This design comes from an exercise in tuning for small area, a short achievable clock period and few clock cycles per item on the open sky130 flow, not from production work.
Function was checked by simulation only, so behaviour that the tests miss may differ from the original.

==> design/flow/design.v <==
`timescale 1ns / 1ps
module serial_multiplier (
    input  logic        clk,
    input  logic        rst,
    input  logic        start,
    input  logic [2:0]  funct3,         
    input  logic [31:0] A,
    input  logic [31:0] B,
    output logic [63:0] result_64,      
    output logic [31:0] result,         
    output logic        ready,
    output logic        stall
);
    logic        busy;
    logic [32:0] a;                     
    logic [7:0]  one, two, neg;         
    logic        d16;                   
    logic        hi_sel;                
    logic [33:0] hs, hc;                
    logic [15:0] lo_s, lo_c;            
    logic [0:0]  cnt;
    logic        first;                 
    logic        xg;                    
    logic        kg;                    
    logic        cin;                   
    logic [16:0] l;                     
    wire a_sgn = (funct3 != 3'b011);
    wire b_sgn = funct3[2] | ~funct3[1];
    function automatic logic [23:0] booth(input logic [16:0] t);
        logic [7:0] o, w, n;
        for (int i = 0; i < 8; i++) begin
            o[i] = t[2*i+1] ^ t[2*i];
            w[i] = (t[2*i+2] & ~t[2*i+1] & ~t[2*i]) | (~t[2*i+2] & t[2*i+1] & t[2*i]);
            n[i] = t[2*i+2] & ~(t[2*i+1] & t[2*i]);
        end
        booth = {n, w, o};
    endfunction
    function automatic logic [33:0] pprow(input logic o, input logic w, input logic n,
                                          input logic [32:0] m);
        logic [33:0] p;
        p = (({34{o}} & {m[32], m}) | ({34{w}} & {m, 1'b0})) ^ {34{n}};
        pprow = {~p[33], p[32:0]};
    endfunction
    wire [33:0] u0 = pprow(one[0], two[0], neg[0], a);
    wire [33:0] u1 = pprow(one[1], two[1], neg[1], a);
    wire [33:0] u2 = pprow(one[2], two[2], neg[2], a);
    wire [33:0] u3 = pprow(one[3], two[3], neg[3], a);
    wire [33:0] u4 = pprow(one[4], two[4], neg[4], a);
    wire [33:0] u5 = pprow(one[5], two[5], neg[5], a);
    wire [33:0] u6 = pprow(one[6], two[6], neg[6], a);
    wire [33:0] u7 = pprow(one[7], two[7], neg[7], a);
    wire [32:0] xr = a & {33{xg}};
    wire [32:0] ux = {~xr[32], xr[31:0]};
    wire [33:0] hs_in = hs & {34{~first}};
    wire [33:0] hc_in = hc & {34{~first}};
    logic [49:0] cs_s, cs_c;
    wire fs0, fc0, fs1, fc1, fs2, fc2, fs3, fc3, fs4, fc4, fs5, fc5, fs6, fc6, fs7, fc7, fs8, fc8, fs9, fc9, fs10, fc10, fs11, fc11, fs12, fc12, fs13, fc13, fs14, fc14, fs15, fc15, fs16, fc16, fs17, fc17, fs18, fc18, fs19, fc19, fs20, fc20, fs21, fc21, fs22, fc22, fs23, fc23, fs24, fc24, fs25, fc25, fs26, fc26, fs27, fc27, fs28, fc28, fs29, fc29, fs30, fc30, fs31, fc31, fs32, fc32, fs33, fc33, fs34, fc34, fs35, fc35, fs36, fc36, fs37, fc37, fs38, fc38, fs39, fc39, fs40, fc40, fs41, fc41, fs42, fc42, fs43, fc43, fs44, fc44, fs45, fc45, fs46, fc46, fs47, fc47, fs48, fc48, fs49, fc49, fs50, fc50, fs51, fc51, fs52, fc52, fs53, fc53, fs54, fc54, fs55, fc55, fs56, fc56, fs57, fc57, fs58, fc58, fs59, fc59, fs60, fc60, fs61, fc61, fs62, fc62, fs63, fc63, fs64, fc64, fs65, fc65, fs66, fc66, fs67, fc67, fs68, fc68, fs69, fc69, fs70, fc70, fs71, fc71, fs72, fc72, fs73, fc73, fs74, fc74, fs75, fc75, fs76, fc76, fs77, fc77, fs78, fc78, fs79, fc79, fs80, fc80, fs81, fc81, fs82, fc82, fs83, fc83, fs84, fc84, fs85, fc85, fs86, fc86, fs87, fc87, fs88, fc88, fs89, fc89, fs90, fc90, fs91, fc91, fs92, fc92, fs93, fc93, fs94, fc94, fs95, fc95, fs96, fc96, fs97, fc97, fs98, fc98, fs99, fc99, fs100, fc100, fs101, fc101, fs102, fc102, fs103, fc103, fs104, fc104, fs105, fc105, fs106, fc106, fs107, fc107, fs108, fc108, fs109, fc109, fs110, fc110, fs111, fc111, fs112, fc112, fs113, fc113, fs114, fc114, fs115, fc115, fs116, fc116, fs117, fc117, fs118, fc118, fs119, fc119, fs120, fc120, fs121, fc121, fs122, fc122, fs123, fc123, fs124, fc124, fs125, fc125, fs126, fc126, fs127, fc127, fs128, fc128, fs129, fc129, fs130, fc130, fs131, fc131, fs132, fc132, fs133, fc133, fs134, fc134, fs135, fc135, fs136, fc136, fs137, fc137, fs138, fc138, fs139, fc139, fs140, fc140, fs141, fc141, fs142, fc142, fs143, fc143, fs144, fc144, fs145, fc145, fs146, fc146, fs147, fc147, fs148, fc148, fs149, fc149, fs150, fc150, fs151, fc151, fs152, fc152, fs153, fc153, fs154, fc154, fs155, fc155, fs156, fc156, fs157, fc157, fs158, fc158, fs159, fc159, fs160, fc160, fs161, fc161, fs162, fc162, fs163, fc163, fs164, fc164, fs165, fc165, fs166, fc166, fs167, fc167, fs168, fc168, fs169, fc169, fs170, fc170, fs171, fc171, fs172, fc172, fs173, fc173, fs174, fc174, fs175, fc175, fs176, fc176, fs177, fc177, fs178, fc178, fs179, fc179, fs180, fc180, fs181, fc181, fs182, fc182, fs183, fc183, fs184, fc184, fs185, fc185, fs186, fc186, fs187, fc187, fs188, fc188, fs189, fc189, fs190, fc190, fs191, fc191, fs192, fc192, fs193, fc193, fs194, fc194, fs195, fc195, fs196, fc196, fs197, fc197, fs198, fc198, fs199, fc199, fs200, fc200, fs201, fc201, fs202, fc202, fs203, fc203, fs204, fc204, fs205, fc205, fs206, fc206, fs207, fc207, fs208, fc208, fs209, fc209, fs210, fc210, fs211, fc211, fs212, fc212, fs213, fc213, fs214, fc214, fs215, fc215, fs216, fc216, fs217, fc217, fs218, fc218, fs219, fc219, fs220, fc220, fs221, fc221, fs222, fc222, fs223, fc223, fs224, fc224, fs225, fc225, fs226, fc226, fs227, fc227, fs228, fc228, fs229, fc229, fs230, fc230, fs231, fc231, fs232, fc232, fs233, fc233, fs234, fc234, fs235, fc235, fs236, fc236, fs237, fc237, fs238, fc238, fs239, fc239, fs240, fc240, fs241, fc241, fs242, fc242, fs243, fc243, fs244, fc244, fs245, fc245, fs246, fc246, fs247, fc247, fs248, fc248, fs249, fc249, fs250, fc250, fs251, fc251, fs252, fc252, fs253, fc253, fs254, fc254, fs255, fc255, fs256, fc256, fs257, fc257, fs258, fc258, fs259, fc259, fs260, fc260, fs261, fc261, fs262, fc262, fs263, fc263, fs264, fc264, fs265, fc265, fs266, fc266, fs267, fc267, fs268, fc268, fs269, fc269, fs270, fc270, fs271, fc271, fs272, fc272, fs273, fc273, fs274, fc274, fs275, fc275, fs276, fc276, fs277, fc277, fs278, fc278, fs279, fc279, fs280, fc280, fs281, fc281, fs282, fc282, fs283, fc283, fs284, fc284, fs285, fc285, fs286, fc286, fs287, fc287, fs288, fc288, fs289, fc289, fs290, fc290, fs291, fc291, fs292, fc292, fs293, fc293, fs294, fc294, fs295, fc295, fs296, fc296, fs297, fc297, fs298, fc298, fs299, fc299, fs300, fc300;
    wire has0, hac0, has1, hac1, has2, hac2, has3, hac3, has4, hac4, has5, hac5, has6, hac6, has7, hac7, has8, hac8, has9, hac9, has10, hac10, has11, hac11, has12, hac12, has13, hac13, has14, hac14;
    serial_multiplier_fa fa0 (.a(hs_in[0]), .b(hc_in[0]), .c(neg[0]), .s(fs0), .co(fc0));
    serial_multiplier_fa fa1 (.a(hs_in[1]), .b(hc_in[1]), .c(u0[1]), .s(fs1), .co(fc1));
    serial_multiplier_fa fa2 (.a(hs_in[2]), .b(hc_in[2]), .c(neg[1]), .s(fs2), .co(fc2));
    serial_multiplier_fa fa3 (.a(u0[2]), .b(u1[0]), .c(fs2), .s(fs3), .co(fc3));
    serial_multiplier_fa fa4 (.a(hs_in[3]), .b(hc_in[3]), .c(u0[3]), .s(fs4), .co(fc4));
    serial_multiplier_fa fa5 (.a(u1[1]), .b(fc2), .c(fs4), .s(fs5), .co(fc5));
    serial_multiplier_fa fa6 (.a(hs_in[4]), .b(hc_in[4]), .c(neg[2]), .s(fs6), .co(fc6));
    serial_multiplier_fa fa7 (.a(u0[4]), .b(u1[2]), .c(u2[0]), .s(fs7), .co(fc7));
    serial_multiplier_fa fa8 (.a(fs6), .b(fc4), .c(fs7), .s(fs8), .co(fc8));
    serial_multiplier_fa fa9 (.a(hs_in[5]), .b(hc_in[5]), .c(u0[5]), .s(fs9), .co(fc9));
    serial_multiplier_fa fa10 (.a(u1[3]), .b(u2[1]), .c(fc6), .s(fs10), .co(fc10));
    serial_multiplier_fa fa11 (.a(fc7), .b(fs9), .c(fs10), .s(fs11), .co(fc11));
    serial_multiplier_fa fa12 (.a(hs_in[6]), .b(hc_in[6]), .c(neg[3]), .s(fs12), .co(fc12));
    serial_multiplier_fa fa13 (.a(u0[6]), .b(u1[4]), .c(u2[2]), .s(fs13), .co(fc13));
    serial_multiplier_fa fa14 (.a(u3[0]), .b(fs12), .c(fc9), .s(fs14), .co(fc14));
    serial_multiplier_fa fa15 (.a(fc10), .b(fs13), .c(fs14), .s(fs15), .co(fc15));
    serial_multiplier_fa fa16 (.a(hs_in[7]), .b(hc_in[7]), .c(u0[7]), .s(fs16), .co(fc16));
    serial_multiplier_fa fa17 (.a(u1[5]), .b(u2[3]), .c(u3[1]), .s(fs17), .co(fc17));
    serial_multiplier_fa fa18 (.a(fc12), .b(fc13), .c(fs16), .s(fs18), .co(fc18));
    serial_multiplier_fa fa19 (.a(fs17), .b(fc14), .c(fs18), .s(fs19), .co(fc19));
    serial_multiplier_fa fa20 (.a(hs_in[8]), .b(hc_in[8]), .c(neg[4]), .s(fs20), .co(fc20));
    serial_multiplier_fa fa21 (.a(u0[8]), .b(u1[6]), .c(u2[4]), .s(fs21), .co(fc21));
    serial_multiplier_fa fa22 (.a(u3[2]), .b(u4[0]), .c(fs20), .s(fs22), .co(fc22));
    serial_multiplier_fa fa23 (.a(fc16), .b(fc17), .c(fs21), .s(fs23), .co(fc23));
    serial_multiplier_fa fa24 (.a(fs22), .b(fc18), .c(fs23), .s(fs24), .co(fc24));
    serial_multiplier_fa fa25 (.a(hs_in[9]), .b(hc_in[9]), .c(u0[9]), .s(fs25), .co(fc25));
    serial_multiplier_fa fa26 (.a(u1[7]), .b(u2[5]), .c(u3[3]), .s(fs26), .co(fc26));
    serial_multiplier_fa fa27 (.a(u4[1]), .b(fc20), .c(fc21), .s(fs27), .co(fc27));
    serial_multiplier_fa fa28 (.a(fs25), .b(fs26), .c(fc22), .s(fs28), .co(fc28));
    serial_multiplier_fa fa29 (.a(fs27), .b(fc23), .c(fs28), .s(fs29), .co(fc29));
    serial_multiplier_fa fa30 (.a(hs_in[10]), .b(hc_in[10]), .c(neg[5]), .s(fs30), .co(fc30));
    serial_multiplier_fa fa31 (.a(u0[10]), .b(u1[8]), .c(u2[6]), .s(fs31), .co(fc31));
    serial_multiplier_fa fa32 (.a(u3[4]), .b(u4[2]), .c(u5[0]), .s(fs32), .co(fc32));
    serial_multiplier_fa fa33 (.a(fs30), .b(fc25), .c(fc26), .s(fs33), .co(fc33));
    serial_multiplier_fa fa34 (.a(fs31), .b(fs32), .c(fc27), .s(fs34), .co(fc34));
    serial_multiplier_fa fa35 (.a(fs33), .b(fc28), .c(fs34), .s(fs35), .co(fc35));
    serial_multiplier_fa fa36 (.a(hs_in[11]), .b(hc_in[11]), .c(u0[11]), .s(fs36), .co(fc36));
    serial_multiplier_fa fa37 (.a(u1[9]), .b(u2[7]), .c(u3[5]), .s(fs37), .co(fc37));
    serial_multiplier_fa fa38 (.a(u4[3]), .b(u5[1]), .c(fc30), .s(fs38), .co(fc38));
    serial_multiplier_fa fa39 (.a(fc31), .b(fc32), .c(fs36), .s(fs39), .co(fc39));
    serial_multiplier_fa fa40 (.a(fs37), .b(fs38), .c(fc33), .s(fs40), .co(fc40));
    serial_multiplier_fa fa41 (.a(fs39), .b(fc34), .c(fs40), .s(fs41), .co(fc41));
    serial_multiplier_fa fa42 (.a(hs_in[12]), .b(hc_in[12]), .c(neg[6]), .s(fs42), .co(fc42));
    serial_multiplier_fa fa43 (.a(u0[12]), .b(u1[10]), .c(u2[8]), .s(fs43), .co(fc43));
    serial_multiplier_fa fa44 (.a(u3[6]), .b(u4[4]), .c(u5[2]), .s(fs44), .co(fc44));
    serial_multiplier_fa fa45 (.a(u6[0]), .b(fs42), .c(fc36), .s(fs45), .co(fc45));
    serial_multiplier_fa fa46 (.a(fc37), .b(fc38), .c(fs43), .s(fs46), .co(fc46));
    serial_multiplier_fa fa47 (.a(fs44), .b(fs45), .c(fc39), .s(fs47), .co(fc47));
    serial_multiplier_fa fa48 (.a(fs46), .b(fc40), .c(fs47), .s(fs48), .co(fc48));
    serial_multiplier_fa fa49 (.a(hs_in[13]), .b(hc_in[13]), .c(u0[13]), .s(fs49), .co(fc49));
    serial_multiplier_fa fa50 (.a(u1[11]), .b(u2[9]), .c(u3[7]), .s(fs50), .co(fc50));
    serial_multiplier_fa fa51 (.a(u4[5]), .b(u5[3]), .c(u6[1]), .s(fs51), .co(fc51));
    serial_multiplier_fa fa52 (.a(fc42), .b(fc43), .c(fc44), .s(fs52), .co(fc52));
    serial_multiplier_fa fa53 (.a(fs49), .b(fs50), .c(fs51), .s(fs53), .co(fc53));
    serial_multiplier_fa fa54 (.a(fc45), .b(fs52), .c(fc46), .s(fs54), .co(fc54));
    serial_multiplier_fa fa55 (.a(fs53), .b(fc47), .c(fs54), .s(fs55), .co(fc55));
    serial_multiplier_fa fa56 (.a(hs_in[14]), .b(hc_in[14]), .c(neg[7]), .s(fs56), .co(fc56));
    serial_multiplier_fa fa57 (.a(u0[14]), .b(u1[12]), .c(u2[10]), .s(fs57), .co(fc57));
    serial_multiplier_fa fa58 (.a(u3[8]), .b(u4[6]), .c(u5[4]), .s(fs58), .co(fc58));
    serial_multiplier_fa fa59 (.a(u6[2]), .b(u7[0]), .c(fs56), .s(fs59), .co(fc59));
    serial_multiplier_fa fa60 (.a(fc49), .b(fc50), .c(fc51), .s(fs60), .co(fc60));
    serial_multiplier_fa fa61 (.a(fs57), .b(fs58), .c(fs59), .s(fs61), .co(fc61));
    serial_multiplier_fa fa62 (.a(fc52), .b(fs60), .c(fc53), .s(fs62), .co(fc62));
    serial_multiplier_fa fa63 (.a(fs61), .b(fc54), .c(fs62), .s(fs63), .co(fc63));
    serial_multiplier_fa fa64 (.a(hs_in[15]), .b(hc_in[15]), .c(u0[15]), .s(fs64), .co(fc64));
    serial_multiplier_fa fa65 (.a(u1[13]), .b(u2[11]), .c(u3[9]), .s(fs65), .co(fc65));
    serial_multiplier_fa fa66 (.a(u4[7]), .b(u5[5]), .c(u6[3]), .s(fs66), .co(fc66));
    serial_multiplier_fa fa67 (.a(u7[1]), .b(fc56), .c(fc57), .s(fs67), .co(fc67));
    serial_multiplier_fa fa68 (.a(fc58), .b(fs64), .c(fs65), .s(fs68), .co(fc68));
    serial_multiplier_fa fa69 (.a(fs66), .b(fc59), .c(fc60), .s(fs69), .co(fc69));
    serial_multiplier_fa fa70 (.a(fs67), .b(fc61), .c(fs68), .s(fs70), .co(fc70));
    serial_multiplier_fa fa71 (.a(fc62), .b(fs69), .c(fs70), .s(fs71), .co(fc71));
    serial_multiplier_fa fa72 (.a(hs_in[16]), .b(hc_in[16]), .c(ux[0]), .s(fs72), .co(fc72));
    serial_multiplier_fa fa73 (.a(u0[16]), .b(u1[14]), .c(u2[12]), .s(fs73), .co(fc73));
    serial_multiplier_fa fa74 (.a(u3[10]), .b(u4[8]), .c(u5[6]), .s(fs74), .co(fc74));
    serial_multiplier_fa fa75 (.a(u6[4]), .b(u7[2]), .c(fs72), .s(fs75), .co(fc75));
    serial_multiplier_fa fa76 (.a(fc64), .b(fc65), .c(fc66), .s(fs76), .co(fc76));
    serial_multiplier_fa fa77 (.a(fs73), .b(fs74), .c(fs75), .s(fs77), .co(fc77));
    serial_multiplier_fa fa78 (.a(fc67), .b(fs76), .c(fc68), .s(fs78), .co(fc78));
    serial_multiplier_fa fa79 (.a(fs77), .b(fc69), .c(fc70), .s(fs79), .co(fc79));
    serial_multiplier_fa fa80 (.a(fs78), .b(fc71), .c(fs79), .s(fs80), .co(fc80));
    serial_multiplier_fa fa81 (.a(hs_in[17]), .b(hc_in[17]), .c(ux[1]), .s(fs81), .co(fc81));
    serial_multiplier_fa fa82 (.a(kg), .b(u0[17]), .c(u1[15]), .s(fs82), .co(fc82));
    serial_multiplier_fa fa83 (.a(u2[13]), .b(u3[11]), .c(u4[9]), .s(fs83), .co(fc83));
    serial_multiplier_fa fa84 (.a(u5[7]), .b(u6[5]), .c(u7[3]), .s(fs84), .co(fc84));
    serial_multiplier_fa fa85 (.a(fc72), .b(fs81), .c(fc73), .s(fs85), .co(fc85));
    serial_multiplier_fa fa86 (.a(fc74), .b(fs82), .c(fs83), .s(fs86), .co(fc86));
    serial_multiplier_fa fa87 (.a(fs84), .b(fc75), .c(fc76), .s(fs87), .co(fc87));
    serial_multiplier_fa fa88 (.a(fs85), .b(fc77), .c(fs86), .s(fs88), .co(fc88));
    serial_multiplier_fa fa89 (.a(fc78), .b(fs87), .c(fs88), .s(fs89), .co(fc89));
    assign has0 = fc79 ^ fs89;
    assign hac0 = fc79 & fs89;
    serial_multiplier_fa fa90 (.a(hs_in[18]), .b(hc_in[18]), .c(ux[2]), .s(fs90), .co(fc90));
    serial_multiplier_fa fa91 (.a(kg), .b(u0[18]), .c(u1[16]), .s(fs91), .co(fc91));
    serial_multiplier_fa fa92 (.a(u2[14]), .b(u3[12]), .c(u4[10]), .s(fs92), .co(fc92));
    serial_multiplier_fa fa93 (.a(u5[8]), .b(u6[6]), .c(u7[4]), .s(fs93), .co(fc93));
    serial_multiplier_fa fa94 (.a(fc81), .b(fs90), .c(fc82), .s(fs94), .co(fc94));
    serial_multiplier_fa fa95 (.a(fc83), .b(fc84), .c(fs91), .s(fs95), .co(fc95));
    serial_multiplier_fa fa96 (.a(fs92), .b(fs93), .c(fc85), .s(fs96), .co(fc96));
    serial_multiplier_fa fa97 (.a(fs94), .b(fc86), .c(fs95), .s(fs97), .co(fc97));
    serial_multiplier_fa fa98 (.a(fc87), .b(fs96), .c(fc88), .s(fs98), .co(fc98));
    serial_multiplier_fa fa99 (.a(fs97), .b(fc89), .c(fs98), .s(fs99), .co(fc99));
    serial_multiplier_fa fa100 (.a(hs_in[19]), .b(hc_in[19]), .c(ux[3]), .s(fs100), .co(fc100));
    serial_multiplier_fa fa101 (.a(u0[19]), .b(u1[17]), .c(u2[15]), .s(fs101), .co(fc101));
    serial_multiplier_fa fa102 (.a(u3[13]), .b(u4[11]), .c(u5[9]), .s(fs102), .co(fc102));
    serial_multiplier_fa fa103 (.a(u6[7]), .b(u7[5]), .c(fc90), .s(fs103), .co(fc103));
    serial_multiplier_fa fa104 (.a(fs100), .b(fc91), .c(fc92), .s(fs104), .co(fc104));
    serial_multiplier_fa fa105 (.a(fc93), .b(fs101), .c(fs102), .s(fs105), .co(fc105));
    serial_multiplier_fa fa106 (.a(fs103), .b(fc94), .c(fs104), .s(fs106), .co(fc106));
    serial_multiplier_fa fa107 (.a(fc95), .b(fs105), .c(fc96), .s(fs107), .co(fc107));
    serial_multiplier_fa fa108 (.a(fc97), .b(fs106), .c(fs107), .s(fs108), .co(fc108));
    serial_multiplier_fa fa109 (.a(fc98), .b(fs108), .c(fc99), .s(fs109), .co(fc109));
    serial_multiplier_fa fa110 (.a(hs_in[20]), .b(hc_in[20]), .c(ux[4]), .s(fs110), .co(fc110));
    serial_multiplier_fa fa111 (.a(kg), .b(u0[20]), .c(u1[18]), .s(fs111), .co(fc111));
    serial_multiplier_fa fa112 (.a(u2[16]), .b(u3[14]), .c(u4[12]), .s(fs112), .co(fc112));
    serial_multiplier_fa fa113 (.a(u5[10]), .b(u6[8]), .c(u7[6]), .s(fs113), .co(fc113));
    serial_multiplier_fa fa114 (.a(fc100), .b(fs110), .c(fc101), .s(fs114), .co(fc114));
    serial_multiplier_fa fa115 (.a(fc102), .b(fc103), .c(fs111), .s(fs115), .co(fc115));
    serial_multiplier_fa fa116 (.a(fs112), .b(fs113), .c(fc104), .s(fs116), .co(fc116));
    serial_multiplier_fa fa117 (.a(fs114), .b(fc105), .c(fs115), .s(fs117), .co(fc117));
    serial_multiplier_fa fa118 (.a(fc106), .b(fs116), .c(fs117), .s(fs118), .co(fc118));
    serial_multiplier_fa fa119 (.a(fc107), .b(fs118), .c(fc108), .s(fs119), .co(fc119));
    serial_multiplier_fa fa120 (.a(hs_in[21]), .b(hc_in[21]), .c(ux[5]), .s(fs120), .co(fc120));
    serial_multiplier_fa fa121 (.a(u0[21]), .b(u1[19]), .c(u2[17]), .s(fs121), .co(fc121));
    serial_multiplier_fa fa122 (.a(u3[15]), .b(u4[13]), .c(u5[11]), .s(fs122), .co(fc122));
    serial_multiplier_fa fa123 (.a(u6[9]), .b(u7[7]), .c(fc110), .s(fs123), .co(fc123));
    serial_multiplier_fa fa124 (.a(fs120), .b(fc111), .c(fc112), .s(fs124), .co(fc124));
    serial_multiplier_fa fa125 (.a(fc113), .b(fs121), .c(fs122), .s(fs125), .co(fc125));
    serial_multiplier_fa fa126 (.a(fs123), .b(fc114), .c(fs124), .s(fs126), .co(fc126));
    serial_multiplier_fa fa127 (.a(fc115), .b(fs125), .c(fc116), .s(fs127), .co(fc127));
    serial_multiplier_fa fa128 (.a(fc117), .b(fs126), .c(fs127), .s(fs128), .co(fc128));
    assign has1 = fc118 ^ fs128;
    assign hac1 = fc118 & fs128;
    serial_multiplier_fa fa129 (.a(hs_in[22]), .b(hc_in[22]), .c(ux[6]), .s(fs129), .co(fc129));
    serial_multiplier_fa fa130 (.a(kg), .b(u0[22]), .c(u1[20]), .s(fs130), .co(fc130));
    serial_multiplier_fa fa131 (.a(u2[18]), .b(u3[16]), .c(u4[14]), .s(fs131), .co(fc131));
    serial_multiplier_fa fa132 (.a(u5[12]), .b(u6[10]), .c(u7[8]), .s(fs132), .co(fc132));
    serial_multiplier_fa fa133 (.a(fc120), .b(fs129), .c(fc121), .s(fs133), .co(fc133));
    serial_multiplier_fa fa134 (.a(fc122), .b(fc123), .c(fs130), .s(fs134), .co(fc134));
    serial_multiplier_fa fa135 (.a(fs131), .b(fs132), .c(fc124), .s(fs135), .co(fc135));
    serial_multiplier_fa fa136 (.a(fs133), .b(fc125), .c(fs134), .s(fs136), .co(fc136));
    serial_multiplier_fa fa137 (.a(fc126), .b(fs135), .c(fs136), .s(fs137), .co(fc137));
    serial_multiplier_fa fa138 (.a(fc127), .b(fs137), .c(fc128), .s(fs138), .co(fc138));
    serial_multiplier_fa fa139 (.a(hs_in[23]), .b(hc_in[23]), .c(ux[7]), .s(fs139), .co(fc139));
    serial_multiplier_fa fa140 (.a(u0[23]), .b(u1[21]), .c(u2[19]), .s(fs140), .co(fc140));
    serial_multiplier_fa fa141 (.a(u3[17]), .b(u4[15]), .c(u5[13]), .s(fs141), .co(fc141));
    serial_multiplier_fa fa142 (.a(u6[11]), .b(u7[9]), .c(fc129), .s(fs142), .co(fc142));
    serial_multiplier_fa fa143 (.a(fs139), .b(fc130), .c(fc131), .s(fs143), .co(fc143));
    serial_multiplier_fa fa144 (.a(fc132), .b(fs140), .c(fs141), .s(fs144), .co(fc144));
    serial_multiplier_fa fa145 (.a(fs142), .b(fc133), .c(fs143), .s(fs145), .co(fc145));
    serial_multiplier_fa fa146 (.a(fc134), .b(fs144), .c(fc135), .s(fs146), .co(fc146));
    serial_multiplier_fa fa147 (.a(fc136), .b(fs145), .c(fs146), .s(fs147), .co(fc147));
    assign has2 = fc137 ^ fs147;
    assign hac2 = fc137 & fs147;
    serial_multiplier_fa fa148 (.a(hs_in[24]), .b(hc_in[24]), .c(ux[8]), .s(fs148), .co(fc148));
    serial_multiplier_fa fa149 (.a(kg), .b(u0[24]), .c(u1[22]), .s(fs149), .co(fc149));
    serial_multiplier_fa fa150 (.a(u2[20]), .b(u3[18]), .c(u4[16]), .s(fs150), .co(fc150));
    serial_multiplier_fa fa151 (.a(u5[14]), .b(u6[12]), .c(u7[10]), .s(fs151), .co(fc151));
    serial_multiplier_fa fa152 (.a(fc139), .b(fs148), .c(fc140), .s(fs152), .co(fc152));
    serial_multiplier_fa fa153 (.a(fc141), .b(fc142), .c(fs149), .s(fs153), .co(fc153));
    serial_multiplier_fa fa154 (.a(fs150), .b(fs151), .c(fc143), .s(fs154), .co(fc154));
    serial_multiplier_fa fa155 (.a(fs152), .b(fc144), .c(fs153), .s(fs155), .co(fc155));
    serial_multiplier_fa fa156 (.a(fc145), .b(fs154), .c(fs155), .s(fs156), .co(fc156));
    serial_multiplier_fa fa157 (.a(fc146), .b(fs156), .c(fc147), .s(fs157), .co(fc157));
    serial_multiplier_fa fa158 (.a(hs_in[25]), .b(hc_in[25]), .c(ux[9]), .s(fs158), .co(fc158));
    serial_multiplier_fa fa159 (.a(u0[25]), .b(u1[23]), .c(u2[21]), .s(fs159), .co(fc159));
    serial_multiplier_fa fa160 (.a(u3[19]), .b(u4[17]), .c(u5[15]), .s(fs160), .co(fc160));
    serial_multiplier_fa fa161 (.a(u6[13]), .b(u7[11]), .c(fc148), .s(fs161), .co(fc161));
    serial_multiplier_fa fa162 (.a(fs158), .b(fc149), .c(fc150), .s(fs162), .co(fc162));
    serial_multiplier_fa fa163 (.a(fc151), .b(fs159), .c(fs160), .s(fs163), .co(fc163));
    serial_multiplier_fa fa164 (.a(fs161), .b(fc152), .c(fs162), .s(fs164), .co(fc164));
    serial_multiplier_fa fa165 (.a(fc153), .b(fs163), .c(fc154), .s(fs165), .co(fc165));
    serial_multiplier_fa fa166 (.a(fc155), .b(fs164), .c(fs165), .s(fs166), .co(fc166));
    assign has3 = fc156 ^ fs166;
    assign hac3 = fc156 & fs166;
    serial_multiplier_fa fa167 (.a(hs_in[26]), .b(hc_in[26]), .c(ux[10]), .s(fs167), .co(fc167));
    serial_multiplier_fa fa168 (.a(kg), .b(u0[26]), .c(u1[24]), .s(fs168), .co(fc168));
    serial_multiplier_fa fa169 (.a(u2[22]), .b(u3[20]), .c(u4[18]), .s(fs169), .co(fc169));
    serial_multiplier_fa fa170 (.a(u5[16]), .b(u6[14]), .c(u7[12]), .s(fs170), .co(fc170));
    serial_multiplier_fa fa171 (.a(fc158), .b(fs167), .c(fc159), .s(fs171), .co(fc171));
    serial_multiplier_fa fa172 (.a(fc160), .b(fc161), .c(fs168), .s(fs172), .co(fc172));
    serial_multiplier_fa fa173 (.a(fs169), .b(fs170), .c(fc162), .s(fs173), .co(fc173));
    serial_multiplier_fa fa174 (.a(fs171), .b(fc163), .c(fs172), .s(fs174), .co(fc174));
    serial_multiplier_fa fa175 (.a(fc164), .b(fs173), .c(fs174), .s(fs175), .co(fc175));
    serial_multiplier_fa fa176 (.a(fc165), .b(fs175), .c(fc166), .s(fs176), .co(fc176));
    serial_multiplier_fa fa177 (.a(hs_in[27]), .b(hc_in[27]), .c(ux[11]), .s(fs177), .co(fc177));
    serial_multiplier_fa fa178 (.a(u0[27]), .b(u1[25]), .c(u2[23]), .s(fs178), .co(fc178));
    serial_multiplier_fa fa179 (.a(u3[21]), .b(u4[19]), .c(u5[17]), .s(fs179), .co(fc179));
    serial_multiplier_fa fa180 (.a(u6[15]), .b(u7[13]), .c(fc167), .s(fs180), .co(fc180));
    serial_multiplier_fa fa181 (.a(fs177), .b(fc168), .c(fc169), .s(fs181), .co(fc181));
    serial_multiplier_fa fa182 (.a(fc170), .b(fs178), .c(fs179), .s(fs182), .co(fc182));
    serial_multiplier_fa fa183 (.a(fs180), .b(fc171), .c(fs181), .s(fs183), .co(fc183));
    serial_multiplier_fa fa184 (.a(fc172), .b(fs182), .c(fc173), .s(fs184), .co(fc184));
    serial_multiplier_fa fa185 (.a(fc174), .b(fs183), .c(fs184), .s(fs185), .co(fc185));
    assign has4 = fc175 ^ fs185;
    assign hac4 = fc175 & fs185;
    serial_multiplier_fa fa186 (.a(hs_in[28]), .b(hc_in[28]), .c(ux[12]), .s(fs186), .co(fc186));
    serial_multiplier_fa fa187 (.a(kg), .b(u0[28]), .c(u1[26]), .s(fs187), .co(fc187));
    serial_multiplier_fa fa188 (.a(u2[24]), .b(u3[22]), .c(u4[20]), .s(fs188), .co(fc188));
    serial_multiplier_fa fa189 (.a(u5[18]), .b(u6[16]), .c(u7[14]), .s(fs189), .co(fc189));
    serial_multiplier_fa fa190 (.a(fc177), .b(fs186), .c(fc178), .s(fs190), .co(fc190));
    serial_multiplier_fa fa191 (.a(fc179), .b(fc180), .c(fs187), .s(fs191), .co(fc191));
    serial_multiplier_fa fa192 (.a(fs188), .b(fs189), .c(fc181), .s(fs192), .co(fc192));
    serial_multiplier_fa fa193 (.a(fs190), .b(fc182), .c(fs191), .s(fs193), .co(fc193));
    serial_multiplier_fa fa194 (.a(fc183), .b(fs192), .c(fs193), .s(fs194), .co(fc194));
    serial_multiplier_fa fa195 (.a(fc184), .b(fs194), .c(fc185), .s(fs195), .co(fc195));
    serial_multiplier_fa fa196 (.a(hs_in[29]), .b(hc_in[29]), .c(ux[13]), .s(fs196), .co(fc196));
    serial_multiplier_fa fa197 (.a(u0[29]), .b(u1[27]), .c(u2[25]), .s(fs197), .co(fc197));
    serial_multiplier_fa fa198 (.a(u3[23]), .b(u4[21]), .c(u5[19]), .s(fs198), .co(fc198));
    serial_multiplier_fa fa199 (.a(u6[17]), .b(u7[15]), .c(fc186), .s(fs199), .co(fc199));
    serial_multiplier_fa fa200 (.a(fs196), .b(fc187), .c(fc188), .s(fs200), .co(fc200));
    serial_multiplier_fa fa201 (.a(fc189), .b(fs197), .c(fs198), .s(fs201), .co(fc201));
    serial_multiplier_fa fa202 (.a(fs199), .b(fc190), .c(fs200), .s(fs202), .co(fc202));
    serial_multiplier_fa fa203 (.a(fc191), .b(fs201), .c(fc192), .s(fs203), .co(fc203));
    serial_multiplier_fa fa204 (.a(fc193), .b(fs202), .c(fs203), .s(fs204), .co(fc204));
    assign has5 = fc194 ^ fs204;
    assign hac5 = fc194 & fs204;
    serial_multiplier_fa fa205 (.a(hs_in[30]), .b(hc_in[30]), .c(ux[14]), .s(fs205), .co(fc205));
    serial_multiplier_fa fa206 (.a(kg), .b(u0[30]), .c(u1[28]), .s(fs206), .co(fc206));
    serial_multiplier_fa fa207 (.a(u2[26]), .b(u3[24]), .c(u4[22]), .s(fs207), .co(fc207));
    serial_multiplier_fa fa208 (.a(u5[20]), .b(u6[18]), .c(u7[16]), .s(fs208), .co(fc208));
    serial_multiplier_fa fa209 (.a(fc196), .b(fs205), .c(fc197), .s(fs209), .co(fc209));
    serial_multiplier_fa fa210 (.a(fc198), .b(fc199), .c(fs206), .s(fs210), .co(fc210));
    serial_multiplier_fa fa211 (.a(fs207), .b(fs208), .c(fc200), .s(fs211), .co(fc211));
    serial_multiplier_fa fa212 (.a(fs209), .b(fc201), .c(fs210), .s(fs212), .co(fc212));
    serial_multiplier_fa fa213 (.a(fc202), .b(fs211), .c(fs212), .s(fs213), .co(fc213));
    serial_multiplier_fa fa214 (.a(fc203), .b(fs213), .c(fc204), .s(fs214), .co(fc214));
    serial_multiplier_fa fa215 (.a(hs_in[31]), .b(hc_in[31]), .c(ux[15]), .s(fs215), .co(fc215));
    serial_multiplier_fa fa216 (.a(u0[31]), .b(u1[29]), .c(u2[27]), .s(fs216), .co(fc216));
    serial_multiplier_fa fa217 (.a(u3[25]), .b(u4[23]), .c(u5[21]), .s(fs217), .co(fc217));
    serial_multiplier_fa fa218 (.a(u6[19]), .b(u7[17]), .c(fc205), .s(fs218), .co(fc218));
    serial_multiplier_fa fa219 (.a(fs215), .b(fc206), .c(fc207), .s(fs219), .co(fc219));
    serial_multiplier_fa fa220 (.a(fc208), .b(fs216), .c(fs217), .s(fs220), .co(fc220));
    serial_multiplier_fa fa221 (.a(fs218), .b(fc209), .c(fs219), .s(fs221), .co(fc221));
    serial_multiplier_fa fa222 (.a(fc210), .b(fs220), .c(fc211), .s(fs222), .co(fc222));
    serial_multiplier_fa fa223 (.a(fc212), .b(fs221), .c(fs222), .s(fs223), .co(fc223));
    assign has6 = fc213 ^ fs223;
    assign hac6 = fc213 & fs223;
    serial_multiplier_fa fa224 (.a(hs_in[32]), .b(hc_in[32]), .c(ux[16]), .s(fs224), .co(fc224));
    serial_multiplier_fa fa225 (.a(u0[32]), .b(u1[30]), .c(u2[28]), .s(fs225), .co(fc225));
    serial_multiplier_fa fa226 (.a(u3[26]), .b(u4[24]), .c(u5[22]), .s(fs226), .co(fc226));
    serial_multiplier_fa fa227 (.a(u6[20]), .b(u7[18]), .c(fc215), .s(fs227), .co(fc227));
    serial_multiplier_fa fa228 (.a(fs224), .b(fc216), .c(fc217), .s(fs228), .co(fc228));
    serial_multiplier_fa fa229 (.a(fc218), .b(fs225), .c(fs226), .s(fs229), .co(fc229));
    serial_multiplier_fa fa230 (.a(fs227), .b(fc219), .c(fs228), .s(fs230), .co(fc230));
    serial_multiplier_fa fa231 (.a(fc220), .b(fs229), .c(fc221), .s(fs231), .co(fc231));
    serial_multiplier_fa fa232 (.a(fs230), .b(fc222), .c(fs231), .s(fs232), .co(fc232));
    serial_multiplier_fa fa233 (.a(fc223), .b(fs232), .c(hac6), .s(fs233), .co(fc233));
    serial_multiplier_fa fa234 (.a(hs_in[33]), .b(hc_in[33]), .c(ux[17]), .s(fs234), .co(fc234));
    serial_multiplier_fa fa235 (.a(u0[33]), .b(u1[31]), .c(u2[29]), .s(fs235), .co(fc235));
    serial_multiplier_fa fa236 (.a(u3[27]), .b(u4[25]), .c(u5[23]), .s(fs236), .co(fc236));
    serial_multiplier_fa fa237 (.a(u6[21]), .b(u7[19]), .c(fc224), .s(fs237), .co(fc237));
    serial_multiplier_fa fa238 (.a(fs234), .b(fc225), .c(fc226), .s(fs238), .co(fc238));
    serial_multiplier_fa fa239 (.a(fc227), .b(fs235), .c(fs236), .s(fs239), .co(fc239));
    serial_multiplier_fa fa240 (.a(fs237), .b(fc228), .c(fs238), .s(fs240), .co(fc240));
    serial_multiplier_fa fa241 (.a(fc229), .b(fs239), .c(fc230), .s(fs241), .co(fc241));
    serial_multiplier_fa fa242 (.a(fs240), .b(fc231), .c(fs241), .s(fs242), .co(fc242));
    assign has7 = fc232 ^ fs242;
    assign hac7 = fc232 & fs242;
    serial_multiplier_fa fa243 (.a(ux[18]), .b(kg), .c(u1[32]), .s(fs243), .co(fc243));
    serial_multiplier_fa fa244 (.a(u2[30]), .b(u3[28]), .c(u4[26]), .s(fs244), .co(fc244));
    serial_multiplier_fa fa245 (.a(u5[24]), .b(u6[22]), .c(u7[20]), .s(fs245), .co(fc245));
    serial_multiplier_fa fa246 (.a(fc234), .b(fc235), .c(fc236), .s(fs246), .co(fc246));
    serial_multiplier_fa fa247 (.a(fc237), .b(fs243), .c(fs244), .s(fs247), .co(fc247));
    serial_multiplier_fa fa248 (.a(fs245), .b(fc238), .c(fs246), .s(fs248), .co(fc248));
    serial_multiplier_fa fa249 (.a(fc239), .b(fs247), .c(fc240), .s(fs249), .co(fc249));
    serial_multiplier_fa fa250 (.a(fs248), .b(fc241), .c(fs249), .s(fs250), .co(fc250));
    assign has8 = fc242 ^ fs250;
    assign hac8 = fc242 & fs250;
    serial_multiplier_fa fa251 (.a(ux[19]), .b(u1[33]), .c(u2[31]), .s(fs251), .co(fc251));
    serial_multiplier_fa fa252 (.a(u3[29]), .b(u4[27]), .c(u5[25]), .s(fs252), .co(fc252));
    serial_multiplier_fa fa253 (.a(u6[23]), .b(u7[21]), .c(fc243), .s(fs253), .co(fc253));
    serial_multiplier_fa fa254 (.a(fc244), .b(fc245), .c(fs251), .s(fs254), .co(fc254));
    serial_multiplier_fa fa255 (.a(fs252), .b(fc246), .c(fs253), .s(fs255), .co(fc255));
    serial_multiplier_fa fa256 (.a(fc247), .b(fs254), .c(fc248), .s(fs256), .co(fc256));
    serial_multiplier_fa fa257 (.a(fs255), .b(fc249), .c(fs256), .s(fs257), .co(fc257));
    assign has9 = fc250 ^ fs257;
    assign hac9 = fc250 & fs257;
    serial_multiplier_fa fa258 (.a(ux[20]), .b(kg), .c(u2[32]), .s(fs258), .co(fc258));
    serial_multiplier_fa fa259 (.a(u3[30]), .b(u4[28]), .c(u5[26]), .s(fs259), .co(fc259));
    serial_multiplier_fa fa260 (.a(u6[24]), .b(u7[22]), .c(fc251), .s(fs260), .co(fc260));
    serial_multiplier_fa fa261 (.a(fc252), .b(fs258), .c(fs259), .s(fs261), .co(fc261));
    serial_multiplier_fa fa262 (.a(fc253), .b(fs260), .c(fc254), .s(fs262), .co(fc262));
    serial_multiplier_fa fa263 (.a(fs261), .b(fc255), .c(fs262), .s(fs263), .co(fc263));
    serial_multiplier_fa fa264 (.a(fc256), .b(fs263), .c(fc257), .s(fs264), .co(fc264));
    serial_multiplier_fa fa265 (.a(ux[21]), .b(u2[33]), .c(u3[31]), .s(fs265), .co(fc265));
    serial_multiplier_fa fa266 (.a(u4[29]), .b(u5[27]), .c(u6[25]), .s(fs266), .co(fc266));
    serial_multiplier_fa fa267 (.a(u7[23]), .b(fc258), .c(fc259), .s(fs267), .co(fc267));
    serial_multiplier_fa fa268 (.a(fs265), .b(fs266), .c(fc260), .s(fs268), .co(fc268));
    serial_multiplier_fa fa269 (.a(fs267), .b(fc261), .c(fc262), .s(fs269), .co(fc269));
    serial_multiplier_fa fa270 (.a(fs268), .b(fc263), .c(fs269), .s(fs270), .co(fc270));
    serial_multiplier_fa fa271 (.a(ux[22]), .b(kg), .c(u3[32]), .s(fs271), .co(fc271));
    serial_multiplier_fa fa272 (.a(u4[30]), .b(u5[28]), .c(u6[26]), .s(fs272), .co(fc272));
    serial_multiplier_fa fa273 (.a(u7[24]), .b(fc265), .c(fc266), .s(fs273), .co(fc273));
    serial_multiplier_fa fa274 (.a(fs271), .b(fs272), .c(fc267), .s(fs274), .co(fc274));
    serial_multiplier_fa fa275 (.a(fs273), .b(fc268), .c(fs274), .s(fs275), .co(fc275));
    assign has10 = fc269 ^ fs275;
    assign hac10 = fc269 & fs275;
    serial_multiplier_fa fa276 (.a(ux[23]), .b(u3[33]), .c(u4[31]), .s(fs276), .co(fc276));
    serial_multiplier_fa fa277 (.a(u5[29]), .b(u6[27]), .c(u7[25]), .s(fs277), .co(fc277));
    serial_multiplier_fa fa278 (.a(fc271), .b(fc272), .c(fs276), .s(fs278), .co(fc278));
    serial_multiplier_fa fa279 (.a(fs277), .b(fc273), .c(fs278), .s(fs279), .co(fc279));
    serial_multiplier_fa fa280 (.a(fc274), .b(fs279), .c(fc275), .s(fs280), .co(fc280));
    serial_multiplier_fa fa281 (.a(ux[24]), .b(kg), .c(u4[32]), .s(fs281), .co(fc281));
    serial_multiplier_fa fa282 (.a(u5[30]), .b(u6[28]), .c(u7[26]), .s(fs282), .co(fc282));
    serial_multiplier_fa fa283 (.a(fc276), .b(fc277), .c(fs281), .s(fs283), .co(fc283));
    serial_multiplier_fa fa284 (.a(fs282), .b(fc278), .c(fs283), .s(fs284), .co(fc284));
    assign has11 = fc279 ^ fs284;
    assign hac11 = fc279 & fs284;
    serial_multiplier_fa fa285 (.a(ux[25]), .b(u4[33]), .c(u5[31]), .s(fs285), .co(fc285));
    serial_multiplier_fa fa286 (.a(u6[29]), .b(u7[27]), .c(fc281), .s(fs286), .co(fc286));
    serial_multiplier_fa fa287 (.a(fc282), .b(fs285), .c(fs286), .s(fs287), .co(fc287));
    serial_multiplier_fa fa288 (.a(fc283), .b(fc284), .c(fs287), .s(fs288), .co(fc288));
    serial_multiplier_fa fa289 (.a(ux[26]), .b(kg), .c(u5[32]), .s(fs289), .co(fc289));
    serial_multiplier_fa fa290 (.a(u6[30]), .b(u7[28]), .c(fc285), .s(fs290), .co(fc290));
    serial_multiplier_fa fa291 (.a(fs289), .b(fc286), .c(fs290), .s(fs291), .co(fc291));
    assign has12 = fc287 ^ fs291;
    assign hac12 = fc287 & fs291;
    serial_multiplier_fa fa292 (.a(ux[27]), .b(u5[33]), .c(u6[31]), .s(fs292), .co(fc292));
    serial_multiplier_fa fa293 (.a(u7[29]), .b(fc289), .c(fs292), .s(fs293), .co(fc293));
    serial_multiplier_fa fa294 (.a(fc290), .b(fs293), .c(fc291), .s(fs294), .co(fc294));
    serial_multiplier_fa fa295 (.a(ux[28]), .b(kg), .c(u6[32]), .s(fs295), .co(fc295));
    serial_multiplier_fa fa296 (.a(u7[30]), .b(fc292), .c(fs295), .s(fs296), .co(fc296));
    assign has13 = fc293 ^ fs296;
    assign hac13 = fc293 & fs296;
    serial_multiplier_fa fa297 (.a(ux[29]), .b(u6[33]), .c(u7[31]), .s(fs297), .co(fc297));
    serial_multiplier_fa fa298 (.a(fc295), .b(fs297), .c(fc296), .s(fs298), .co(fc298));
    serial_multiplier_fa fa299 (.a(ux[30]), .b(kg), .c(u7[32]), .s(fs299), .co(fc299));
    assign has14 = fc297 ^ fs299;
    assign hac14 = fc297 & fs299;
    serial_multiplier_fa fa300 (.a(ux[31]), .b(u7[33]), .c(fc299), .s(fs300), .co(fc300));
    assign cs_s[0] = u0[0];
    assign cs_c[0] = fs0;
    assign cs_s[1] = fc0;
    assign cs_c[1] = fs1;
    assign cs_s[2] = fc1;
    assign cs_c[2] = fs3;
    assign cs_s[3] = fc3;
    assign cs_c[3] = fs5;
    assign cs_s[4] = fc5;
    assign cs_c[4] = fs8;
    assign cs_s[5] = fc8;
    assign cs_c[5] = fs11;
    assign cs_s[6] = fc11;
    assign cs_c[6] = fs15;
    assign cs_s[7] = fc15;
    assign cs_c[7] = fs19;
    assign cs_s[8] = fc19;
    assign cs_c[8] = fs24;
    assign cs_s[9] = fc24;
    assign cs_c[9] = fs29;
    assign cs_s[10] = fc29;
    assign cs_c[10] = fs35;
    assign cs_s[11] = fc35;
    assign cs_c[11] = fs41;
    assign cs_s[12] = fc41;
    assign cs_c[12] = fs48;
    assign cs_s[13] = fc48;
    assign cs_c[13] = fs55;
    assign cs_s[14] = fc55;
    assign cs_c[14] = fs63;
    assign cs_s[15] = fc63;
    assign cs_c[15] = fs71;
    assign cs_s[16] = fs80;
    assign cs_c[16] = 1'b0;
    assign cs_s[17] = fc80;
    assign cs_c[17] = has0;
    assign cs_s[18] = hac0;
    assign cs_c[18] = fs99;
    assign cs_s[19] = fs109;
    assign cs_c[19] = 1'b0;
    assign cs_s[20] = fc109;
    assign cs_c[20] = fs119;
    assign cs_s[21] = fc119;
    assign cs_c[21] = has1;
    assign cs_s[22] = hac1;
    assign cs_c[22] = fs138;
    assign cs_s[23] = fc138;
    assign cs_c[23] = has2;
    assign cs_s[24] = hac2;
    assign cs_c[24] = fs157;
    assign cs_s[25] = fc157;
    assign cs_c[25] = has3;
    assign cs_s[26] = hac3;
    assign cs_c[26] = fs176;
    assign cs_s[27] = fc176;
    assign cs_c[27] = has4;
    assign cs_s[28] = hac4;
    assign cs_c[28] = fs195;
    assign cs_s[29] = fc195;
    assign cs_c[29] = has5;
    assign cs_s[30] = hac5;
    assign cs_c[30] = fs214;
    assign cs_s[31] = fc214;
    assign cs_c[31] = has6;
    assign cs_s[32] = fs233;
    assign cs_c[32] = 1'b0;
    assign cs_s[33] = fc233;
    assign cs_c[33] = has7;
    assign cs_s[34] = hac7;
    assign cs_c[34] = has8;
    assign cs_s[35] = hac8;
    assign cs_c[35] = has9;
    assign cs_s[36] = hac9;
    assign cs_c[36] = fs264;
    assign cs_s[37] = fc264;
    assign cs_c[37] = fs270;
    assign cs_s[38] = fc270;
    assign cs_c[38] = has10;
    assign cs_s[39] = hac10;
    assign cs_c[39] = fs280;
    assign cs_s[40] = fc280;
    assign cs_c[40] = has11;
    assign cs_s[41] = hac11;
    assign cs_c[41] = fs288;
    assign cs_s[42] = fc288;
    assign cs_c[42] = has12;
    assign cs_s[43] = hac12;
    assign cs_c[43] = fs294;
    assign cs_s[44] = fc294;
    assign cs_c[44] = has13;
    assign cs_s[45] = hac13;
    assign cs_c[45] = fs298;
    assign cs_s[46] = fc298;
    assign cs_c[46] = has14;
    assign cs_s[47] = hac14;
    assign cs_c[47] = fs300;
    assign cs_s[48] = ux[32];
    assign cs_c[48] = fc300;
    assign cs_s[49] = 1'b0;
    assign cs_c[49] = 1'b0;
    wire [17:0] lo_w = {1'b0, lo_s, 1'b1} + {1'b0, lo_c, cin};
    wire [16:0] lo_sum = lo_w[17:1];
    wire [48:0] pw = {hs[31:0], lo_s, 1'b1} + {hc[31:0], lo_c, cin};
    assign result_64 = {pw[48:1], l[16:1]};
    assign result    = hi_sel ? result_64[63:32] : result_64[31:0];
    assign stall     = busy;
    always_ff @(posedge clk or posedge rst) begin
        if (rst) begin
            busy  <= 1'b0;
            ready <= 1'b0;
        end else begin
            busy  <= busy ? (cnt != 1'd1) : start;
            ready <= busy & (cnt == 1'd1);
        end
    end
    always_ff @(posedge clk) begin
        first <= ~busy;
        xg    <= busy & (cnt == 1'd0) & d16;
        kg    <= busy & (cnt == 1'd0);
        cnt   <= busy ? cnt + 1'd1 : 1'd0;
        hs    <= cs_s[49:16];
        hc    <= cs_c[49:16];
        lo_s  <= cs_s[15:0];
        lo_c  <= cs_c[15:0];
        cin   <= ~first & lo_sum[16];
        if (busy) begin
            l <= {lo_sum[15:0], l[16:16]};
            {neg, two, one} <= booth(l[16:0]);
        end else begin
            l <= B[31:15];
            {neg, two, one} <= booth({B[15:0], 1'b0});
            a      <= {a_sgn & A[31], A};
            d16    <= ~b_sgn & B[31];
            hi_sel <= ~funct3[2] & (funct3[1] | funct3[0]);
        end
    end
endmodule
module serial_multiplier_fa (
    input  logic a,
    input  logic b,
    input  logic c,
    output logic s,
    output logic co
);
    assign s  = a ^ b ^ c;
    assign co = (a & b) | (a & c) | (b & c);
endmodule
==> design/flow/flow/run.sh <==
#!/bin/bash
# Own layout flow: the standard flow, with two placement/sizing knobs changed.
# - the port buffers are buf_1 cells (the standard flow's buffer_ports picks a
#   delay buffer, clkdlybuf4s50_1, for every port);
# - the resizer may change a cell to one with another footprint (the platform
#   sets MATCH_CELL_FOOTPRINT=1), so a flip-flop can be upsized.
# Synthesis is the standard synthesis, unchanged.
set -euo pipefail
bash standard.sh synth > flow_synth.log 2>&1
sed -e 's|^make -C |make MATCH_CELL_FOOTPRINT=0 "BUFFER_PORTS_ARGS=-buffer_cell sky130_fd_sc_hd__buf_1" -C |' standard.sh > layout.sh
grep -q 'MATCH_CELL_FOOTPRINT=0' layout.sh
bash layout.sh finish > flow_layout.log 2>&1
==> design/flow/standard.sh <==
#!/bin/bash
# synth_recipe.tcl (not shown) runs the flow's synth.tcl, then flattens the netlist and writes it again
# the make line also repeats each setting of config.mk as NAME=value (left out here)
make -C /OpenROAD-flow-scripts/flow DESIGN_CONFIG=/design/flow/config.mk WORK_HOME=/design/flow/orfs CLKGATE_MAP_FILE= SYNTH_SCRIPT=/design/flow/synth_recipe.tcl "${@:-finish}"
==> design/flow/config.mk <==
export PLATFORM = sky130hd
export DESIGN_NAME = serial_multiplier
export DESIGN_NICKNAME = serial_multiplier
export VERILOG_FILES = /design/flow/design.v
export SDC_FILE = /design/flow/constraint.sdc
export NUM_CORES = 4
export LEC_CHECK = 0
export CAP_MARGIN = 20
export CORE_MARGIN = 2
export CORE_UTILIZATION = 50
export CTS_CLUSTER_DIAMETER = 150
export CTS_CLUSTER_SIZE = 50
export SETUP_SLACK_MARGIN = 1.2
export SLEW_MARGIN = 20
export SYNTH_HIERARCHICAL = 1
export SYNTH_MINIMUM_KEEP_SIZE = 0
==> design/flow/constraint.sdc <==
create_clock -name core_clock -period 5.5 [get_ports {clk}]
set_input_delay 1.1000 -clock core_clock [delete_from_list [all_inputs] [get_ports {clk}]]
set_output_delay 1.1000 -clock core_clock [all_outputs]
set_load 0.01 [all_outputs]
==> flow_summary.ini, run 1 <==
[floorplan]
placementRows = 73
die_w_um = 204
io_pins = 168
start_util = 0.505
fp.dieArea_mm2 = 0.0415
die_y_um = 204
fp.coreArea_mm2 = 0.0395

[yosys]
synth_top_area_cell = fa_1
synth_top_area_frac = 0.303
syn-instance-count = 1882
synthTopCellsByArea = fa_1, dfxtp_1, xnor2_1
async_flop_share = 0.0112
yosys_register_bits = 178
ys_types = 68
synth_ff_type = dfxtp_1
synth-edff-count = 35
yosysWarnings = 7
avgSynthCellArea_um2 = 10.6
yosysSeqAreaShare = 0.197
syn_area_mm2 = 0.0200

[critical_path]
endpoint_kind = output pin
cpMaxStageDelayCell = fa_2
critical_path_required_ps = 4400
crit_family = compound AO/OA/AOI/OAI gates
crit_fanout = 3
critical_path_class = register to output pin
cp.arrival_ps = 3290
path_cells = fa_2 > a211oi_2 > o211ai_1 > buf_4 > a21oi_4 > o211ai_2 > a41oi_2 > a221oi_4 > a31oi_1 > xnor2_1 > mux2_4 > buf_6
worst_setup_path_start_kind = register
slowest_delay_ps = 410
path_buf_inv = 2

[sta]
rsz0062_at_grt = true
skew_ps = 13.2
period_minus_slack_ps = 4390
drv_slew = 0
maxSlewHeadroom = 0.321
tns_ps = 0
fin_crit_sh = 0.798
max_freq_mhz = 228
setup_ws_ps = 1110
final-setup-viol-count = 0
worst_pin_slew_ps = 1020
hold_viol = 0
hold_slack_ps = 427

[layout]
final_nets = 2424
final_cell_mix = fa_1, xnor2_1, a22oi_1
instances_no_fill = 2517
final_util = 0.569
final_area_mm2 = 0.0225
syn_to_final_growth_pct = 12.8
num-fill-cells = 3413
drive_gt1_frac = 0.171
layout_commonest_cell = fa_1

[place]
gp_congestion = 0.932
postPlaceCellArea_mm2 = 0.0209
portBuffers = 167
dp_hpwl_um = 50900
place_ws_ps = 918
place_inst = 2422

[cts]
cts_buffers = 17
cts.path.max_buffers = 2
clk_pin_slew_ps = 80
cts_sinks = 178
clk_latency_ps = 480
ctsHoldBuffers = 0
htreeDepth = 4
cts_tree = yes
cts_root_buf = clkbuf_16

[route]
drtIter0Drc = 1445
via_count = 15500
vias_per_cell = 6.15
wl_um = 68700
wl_per_cell_um = 27.3
final_antenna_net_count = 0
drc = 0
firstDrtPassIters = 6

[global_route]
grt_first_pass_wirelength_um = 101000
antenna_found_initial = 2
grtUsageTotal = 0.334
grt-ovfl-total = 0
grt_pass1_vias = 16000
grt_start_max_net_pins = 54

[run]
max-cap-violations = 0

[worst_hold_path]
hp-class = register to register

[run_status]
status = no timing/DRC/antenna violations
## state kept, by name (all words and copies together), names as in the netlist
name    cells
a          33
hs         33
hc         30
l          17
lo_c       16
lo_s       16
neg         8
one         8
two         8
busy        1
cin         1
cnt         1
d16         1
first       1
hi_sel      1
kg          1
ready       1
xg          1
## worst register-to-register path: cells and delay by family (launching register included)
family | cells | cell delay, ps
xor+xnor | 1 | 150
fa+ha+maj | 5 | 2520
buf+inv | 1 | 460
flops | 1 | 970
## final timing paths
| path | start | end | slack [ps] | cells after the start |
|---|---|---|---|---|
| worst max-delay path | lo_s[0] | result[25] | 1110 | 12 |
| worst min-delay path | cnt | cnt | 430 | 1 |
| worst max register to register | neg[6] | hs[3] | 1280 | 7 |
| worst min register to register | cnt | cnt | 430 | 1 |
| max in group asynchronous | rst | busy | 4940 | 2 |
| min in group asynchronous | rst | ready | 440 | 2 |
## synth_stat cells (all sizes together) (2+ instances only)
master and count:
and3 14, o22ai 2, a41oi 2, edfxtp 35
a32oi 2, a21boi 2, o211ai 13, nand3 14
and2 36, nand4 9, a22oi 256, xnor2 298
a31oi 14, nand2 58, a21oi 45, a31o 3
clkbuf 169, nor2 47, fa 302, a21o 28
nor2b 71, o31a 2, dfrtp 2, nor3 9
nand3b 8, buf 50, o21bai 7, o21ai 28
o32ai 6, xor2 21, or3b 7, a221oi 2
inv 16, or3 3, a211oi 15, dfxtp 141
mux2 53, ha 74, o21a 2
## per-module statistics from Yosys (local to each module, per instance)
module,flip-flops and latches,cells inside
serial_multiplier,178,1581
serial_multiplier_fa,0,1
## final cells by class
cell class                      instances  area, um2  share of cell area
Inverter                               17       63.8             0.00283
Timing Repair Buffer                  292       1650              0.0732
Clock inverter                         13        115             0.00511
Antenna cell                            1       2.50            0.000111
Sequential cell                       178       3970               0.176
Clock buffer                           19        453              0.0201
Multi-Input combinational cell       1472      15600               0.693
Tap cell                              525        657              0.0292
## cells by family after synthesis
group,after synthesis,share of synthesized area
other cells,1,0.000188
flops,178,0.197
compound gates,438,0.160
xor+xnor,319,0.141
mux,54,0.0304
buf+inv,236,0.0485
fa+ha+maj,376,0.349
simple gates,280,0.0747
## repair_timing
item,CTS,global route
setup buffers,19,43
pin swaps,20,34
setup endpoints to repair,68,44
gates resized for setup,63,72
## per-layer routing
metal / track usage / up-vias / wire [um]
met5: 0 / - / 10
met4: 0.187 / 2 / 4050
met3: 0.0591 / 211 / 5280
met2: 0.544 / 804 / 32700
met1: 0.422 / 7816 / 26700
li1: - / 6659 / -
Testbench counts, summed over its fixed seeds: cycles 9,608, items 3,200.
==> inputs of run 2 (changes only) <==
--- a/design/flow/config.mk
+++ b/design/flow/config.mk
@@ -9,6 +9,6 @@
 export CORE_MARGIN = 2
 export CORE_UTILIZATION = 50
-export CTS_CLUSTER_DIAMETER = 150
-export CTS_CLUSTER_SIZE = 50
+export CTS_CLUSTER_DIAMETER = 100
+export CTS_CLUSTER_SIZE = 30
 export SETUP_SLACK_MARGIN = 1.2
 export SLEW_MARGIN = 20
==> flow_summary.ini, run 2 <==
[yosys]
yosysSeqAreaShare = 0.197
syn_area_mm2 = 0.0200
synthTopCellsByArea = fa_1, dfxtp_1, xnor2_1
synth_top_area_cell = fa_1
synthSimpleGateAreaFrac = 0.0747
syn-instance-count = 1882
avgSynthCellArea_um2 = 10.6
synth-edff-count = 35
synth_top_family_by_area = adder cells
synth_most_common_cell = fa_1
synth_compound_area_frac = 0.160
synth-xor-area-share = 0.141
muxShareOfSynthArea = 0.0304
synth_ff_type = dfxtp_1
synth_top_area_frac = 0.303
ys_types = 68
async_flop_share = 0.0112
synthAdderAreaFrac = 0.349
synth.top_cells.by_count = fa_1, xnor2_1, a22oi_1, clkbuf_1, dfxtp_1
yosys_register_bits = 178
yosysWarnings = 7

[critical_path]
worst_setup_path_start_kind = register
path_cells = fa_2 > a211oi_2 > o211ai_1 > buf_4 > a21oi_4 > o211ai_2 > a41oi_2 > a221oi_4 > a31oi_1 > xnor2_1 > mux2_4 > buf_6
critical_path_class = register to output pin
crit_fanout = 3
timing.rr.start = neg[6]
crit_path_start = lo_s[0]
slowest_delay_ps = 410
critical_path_required_ps = 4400
cpMaxStageDelayCell = fa_2
cp.arrival_ps = 3290
endpoint_kind = output pin

[floorplan]
io_pins = 168
fp.dieArea_mm2 = 0.0415
placementRows = 73
die_w_um = 204
die_y_um = 204
fp.coreArea_mm2 = 0.0395
start_util = 0.505

[sta]
period_minus_slack_ps = 4390
rsz0062_at_grt = true
fin_crit_sh = 0.798
final-setup-viol-count = 0
hold_viol = 0
setup_ws_ps = 1110
max_freq_mhz = 228
worst_pin_slew_ps = 1020
hold_slack_ps = 427
drv_slew = 0
tns_ps = 0
skew_ps = 13.2
maxSlewHeadroom = 0.321

[layout]
num-fill-cells = 3413
instances_no_fill = 2517
final_cell_mix = fa_1, xnor2_1, a22oi_1
syn_to_final_growth_pct = 12.8
final_nets = 2424
layout_commonest_cell = fa_1
final_area_mm2 = 0.0225
drive_gt1_frac = 0.171
final_util = 0.569
top_regs = a x33, hs x33, hc x30

[worst_hold_path]
hold_start = cnt
hp-class = register to register

[global_route]
grt_first_pass_wirelength_um = 101000
grt_start_max_net_pins = 54
antenna_found_initial = 2
grt_pass1_vias = 16000
grtUsageTotal = 0.334
grt-ovfl-total = 0

[cts]
ctsHoldBuffers = 0
clk_latency_ps = 480
cts_sinks = 178
htreeDepth = 4
cts_tree = yes
cts_buffers = 17
cts_root_buf = clkbuf_16
clk_pin_slew_ps = 80
cts.path.max_buffers = 2

[place]
dp_hpwl_um = 50900
portBuffers = 167
place_inst = 2422
place_ws_ps = 918
postPlaceCellArea_mm2 = 0.0209
gp_congestion = 0.932

[route]
via_count = 15500
drc = 0
wl_um = 68700
final_antenna_net_count = 0
drtIter0Drc = 1445
vias_per_cell = 6.15
firstDrtPassIters = 6
wl_per_cell_um = 27.3

[run_status]
status = no timing/DRC/antenna violations

[run]
max-cap-violations = 0
run 2: cell counts after synthesis:
No cell type changed its count.
run 2: layer usage:
metal | vias to the layer above | global-route usage | routed length (um)
met5 | - | 0 | 10
met4 | 2 | 0.187 | 4050
met3 | 211 | 0.0591 | 5280
met2 | 804 | 0.544 | 32700
met1 | 7816 | 0.422 | 26700
li1 | 6659 | - | -
run 2: modules after synthesis (local to each module, per instance):
module / cell area (um2) / flops+latches
serial_multiplier: 13900 / 178
serial_multiplier_fa: 20.0 / 0
run 2: kinds of logic after synthesis:
kind of cell | count (synthesis)
xor gates and xnor gates | 319
DFF | 178
buffers and inverters | 236
and+or+nand+nor | 280
other | 1
AOI/OAI and AO/OA | 438
adders and majority gates | 376
muxes | 54
run 2: timing repair:
action / CTS / global route
setup buffers: 19 / 43
endpoints found under the hold margin: 0 / 0
endpoints found under the setup margin: 68 / 44
resized for setup: 63 / 72
pin swaps: 20 / 34
run 2: layout make-up:
| type | instances | area (um2) | area share |
|---|---|---|---|
| flip-flops and latches | 178 | 3970 | 0.176 |
| multi-input cells | 1472 | 15600 | 0.693 |
| clock inverters | 13 | 115 | 0.00511 |
| clock buffers | 19 | 453 | 0.0201 |
| inverters | 17 | 63.8 | 0.00283 |
| well taps | 525 | 657 | 0.0292 |
| diodes | 1 | 2.50 | 0.000111 |
| repair buffers | 292 | 1650 | 0.0732 |
run 2: critical path, delay by kind of cell (launching register included):
family	cells	cell delay, ps
adders and majority gates	1	410
DFF	1	340
muxes	1	280
AOI/OAI and AO/OA	7	1350
xor gates and xnor gates	1	130
buffers and inverters	2	300
run 2: final timing paths:
kind                       depth (start not counted)    endpoint  slack, ps
min in group asynchronous                          2       ready        440
max reg2reg                                        7       hs[3]       1280
min reg2reg                                        1         cnt        430
max                                               12  result[25]       1110
min                                                1         cnt        430
max in group asynchronous                          2        busy       4940

## static timing again, ports no longer ideal
The results above use ideal ports. As a check the final layouts listed here were re-extracted and re-timed, cells and wires unchanged.
Step 1: set_driving_cell puts a clkbuf_16 on clk and a buf_2 on each other input, an assumption about the parent block.
Step 2 times the ports against the registers' clock, not the clock port: input delays grow and output delays shrink by t, the midpoint of the rising clock arrivals with the driver on.
a / b / c = no drivers / after step 1 / after step 2; a / b = the first two.
run | t (ns) | setup WS [ns] | worst hold slack (ns) | latest minus earliest clock arrival (ns) | worst slew at a driven data input, ns
run 1 | 0.526 | 1.111 / 1.055 / 1.277 | 0.427 / 0.415 / 0.427 | 0.014 / 0.013 | 0.05
run 2 | 0.526 | 1.111 / 1.055 / 1.277 | 0.427 / 0.415 / 0.427 | 0.014 / 0.013 | 0.05
After both steps every run listed still meets setup and hold.
